From an optimization exercise on the open Yosys and OpenROAD flow, aimed at small area, a short achievable clock period and few clock cycles; shortcuts taken in it are not production practice. Where RTL was checked, it was by simulation tests only, not by an equivalence proof against the original. No activity file was given, so power comes from the tool's default toggle rates.

## lagoon
// cpu_core
module cpu_core(
    input           clk,
    input           rst_n,
    output [31:0]   imem_addr,
    input  [31:0]   imem_rdata,
    output [31:0]   dmem_addr,
    output          dmem_we,
    output [3:0]    dmem_wstrb,
    output [31:0]   dmem_wdata,
    input  [31:0]   dmem_rdata
);
==> flow/config.mk <==
export PLATFORM = sky130hd
export DESIGN_NAME = cpu_core
export DESIGN_NICKNAME = cpu_core
export VERILOG_FILES = /design/flow/design.v
export SDC_FILE = /design/flow/constraint.sdc
export NUM_CORES = 8
export LEC_CHECK = 0
export CAP_MARGIN = 5
export CORE_MARGIN = 2
export CORE_UTILIZATION = 50
export CTS_BUF_LIST = sky130_fd_sc_hd__clkbuf_4 sky130_fd_sc_hd__clkbuf_8
export PLACE_DENSITY = 0.65
export SETUP_SLACK_MARGIN = 5
export SLEW_MARGIN = 5
==> flow/constraint.sdc <==
create_clock -name core_clock -period 13.0 [get_ports {clk}]
set_input_delay 2.6000 -clock core_clock [delete_from_list [all_inputs] [get_ports {clk}]]
set_output_delay 2.6000 -clock core_clock [all_outputs]
set_load 0.01 [all_outputs]
standard.sh (not shown) runs the stock make flow with config.mk's settings and CLKGATE_MAP_FILE= SYNTH_SCRIPT=/design/flow/synth_recipe.tcl, a recipe that flattens the netlist after the stock synthesis.
==> flow/flow/run.sh <==
#!/bin/bash
set -euo pipefail
bash standard.sh SETUP_SLACK_MARGIN=7.3 MATCH_CELL_FOOTPRINT=0 \
  "BUFFER_PORTS_ARGS=-buffer_cell sky130_fd_sc_hd__buf_2" finish > run_standard.log 2>&1
The flow completed for lagoon, but it is not clean: the layout still shows capacitance limit, slew limit.
#### Input delta (raven over lagoon)
- CTS_BUF_LIST removed (was sky130_fd_sc_hd__clkbuf_4 sky130_fd_sc_hd__clkbuf_8)
- CAP_MARGIN changed from 5 to 20
- SLEW_MARGIN changed from 5 to 20
==> flow/flow/run.sh <==
#!/bin/bash
set -euo pipefail
bash standard.sh SETUP_SLACK_MARGIN=8 MATCH_CELL_FOOTPRINT=0 \
  "BUFFER_PORTS_ARGS=-buffer_cell sky130_fd_sc_hd__buf_4" finish > run_standard.log 2>&1
[summary]
raven | status: complete | timing, DRC, antenna: pass. Worst-case reg-to-reg path depth was lower in lagoon than in raven. Routed via count: raven worse than lagoon. Routed wire length: raven vs lagoon — no meaningful difference. raven gives more via count of the first global-routing pass than lagoon did.
No run of this note included a check of the RTL's function; only the layout flow was run.

Another version of the RTL of cpu_core (not shown whole).
Size: roughly 9000 cells after synthesis, roughly 1500 flip-flops, about 90000 sq um of cells after synthesis.
==> flow/config.mk <==
export PLATFORM = sky130hd
export DESIGN_NAME = cpu_core
export DESIGN_NICKNAME = cpu_core
export VERILOG_FILES = /design/flow/design.v
export SDC_FILE = /design/flow/constraint.sdc
export NUM_CORES = 8
export LEC_CHECK = 0
export CAP_MARGIN = 10
export CORE_MARGIN = 2
export CORE_UTILIZATION = 50
export CTS_BUF_LIST = sky130_fd_sc_hd__clkbuf_4 sky130_fd_sc_hd__clkbuf_8
export CTS_CLUSTER_DIAMETER = 60
export CTS_CLUSTER_SIZE = 12
export PLACE_DENSITY = 0.65
export SETUP_SLACK_MARGIN = 5
export SLEW_MARGIN = 10
==> flow/constraint.sdc <==
create_clock -name core_clock -period 13.0 [get_ports {clk}]
set_input_delay 2.6000 -clock core_clock [delete_from_list [all_inputs] [get_ports {clk}]]
set_output_delay 2.6000 -clock core_clock [all_outputs]
set_load 0.01 [all_outputs]
==> flow/flow/run.sh <==
#!/bin/bash
set -euo pipefail
bash standard.sh SETUP_SLACK_MARGIN=7.3 MATCH_CELL_FOOTPRINT=0 \
  "BUFFER_PORTS_ARGS=-buffer_cell sky130_fd_sc_hd__buf_2" finish > run_standard.log 2>&1
The starting point ran to the end with no violations.
Testbench counts at the start, summed over its fixed seeds: cycles 76,130.
==> next run, changes <==
==> flow/flow/run.sh (replaced) <==
#!/bin/bash
set -euo pipefail
bash standard.sh SETUP_SLACK_MARGIN=7.6 MATCH_CELL_FOOTPRINT=0 \
  "BUFFER_PORTS_ARGS=-buffer_cell sky130_fd_sc_hd__buf_2" finish > run_standard.log 2>&1
Result: The new run passed the timing, design-rule and antenna checks; fmax went up by 3.6%; via count increases by 0.52%; core utilization is higher by 0.85 points; non-clock buffer count goes up by 100; clock skew is about the same.
==> next run, changes <==
==> flow/flow/run.sh (replaced) <==
#!/bin/bash
set -euo pipefail
bash standard.sh SETUP_SLACK_MARGIN=7.3 MATCH_CELL_FOOTPRINT=0 \
  "BUFFER_PORTS_ARGS=-buffer_cell sky130_fd_sc_hd__buf_2" finish > run_standard.log 2>&1
CORE_UTILIZATION = 45   (was 50)
CTS_CLUSTER_DIAMETER = not set   (was 60)
CTS_CLUSTER_SIZE = not set   (was 12)
PLACE_DENSITY = 0.55   (was 0.65)
Result: With this change the flow finished but fails on capacitance limit, slew limit. Synthesized area stays the same. Sequential cell count does not change. Via count rose by about 0.7%. Cell area rose by about 2.2%. Worst hold slack is worse by 0.0092 ns. Power rose by 9.3%. Die area rose by about 11%. Final cell count rose by 4.2%. Global-route usage fell by 1.8 points.

-- re-timing with driven ports --
No port has a modelled driver above. Below, the same layouts with a new extraction and two added sets of constraints. Step 1 assumes that a clkbuf_16 drives the clock port and a buf_2 every other input. Step 2 adds t to the input delays and takes it off the output delays; t is the mean of the earliest and latest rising clock arrival at the registers after step 1. Input paths then give back, and output paths get back, about the clock's delay inside the block. Slacks: no drivers / after step 1 / after step 2; pairs: no drivers / after step 1.
| run | t, ns | slack for setup (ns) | hold WS [ns] | clock arrival spread, ns | worst register clock-pin slew, ns |
|---|---|---|---|---|---|
| lagoon | 1.081 | 6.982 / 7.052 / 5.971 | 0.407 / 0.407 / 0.407 | 0.075 / 0.075 | 0.09 / 0.09 |
| raven | 0.915 | 7.459 / 7.459 / 6.711 | 0.413 / 0.413 / 0.413 | 0.067 / 0.067 | 0.08 / 0.08 |
| the first run of note 2 | 1.093 | 7.110 / 7.154 / 6.061 | 0.329 / 0.329 / 0.329 | 0.093 / 0.092 | 0.10 / 0.10 |
| the second run of note 2 | 1.092 | 7.313 / 7.313 / 6.349 | 0.335 / 0.335 / 0.335 | 0.095 / 0.095 | 0.10 / 0.10 |
| the third run of note 2 | 1.130 | 7.182 / 7.193 / 6.063 | 0.326 / 0.326 / 0.326 | 0.103 / 0.103 | 0.08 / 0.08 |
The setup slack of the third run of note 2, which loses most, moves by +0.011 ns with the drivers and by -1.119 ns with both steps.
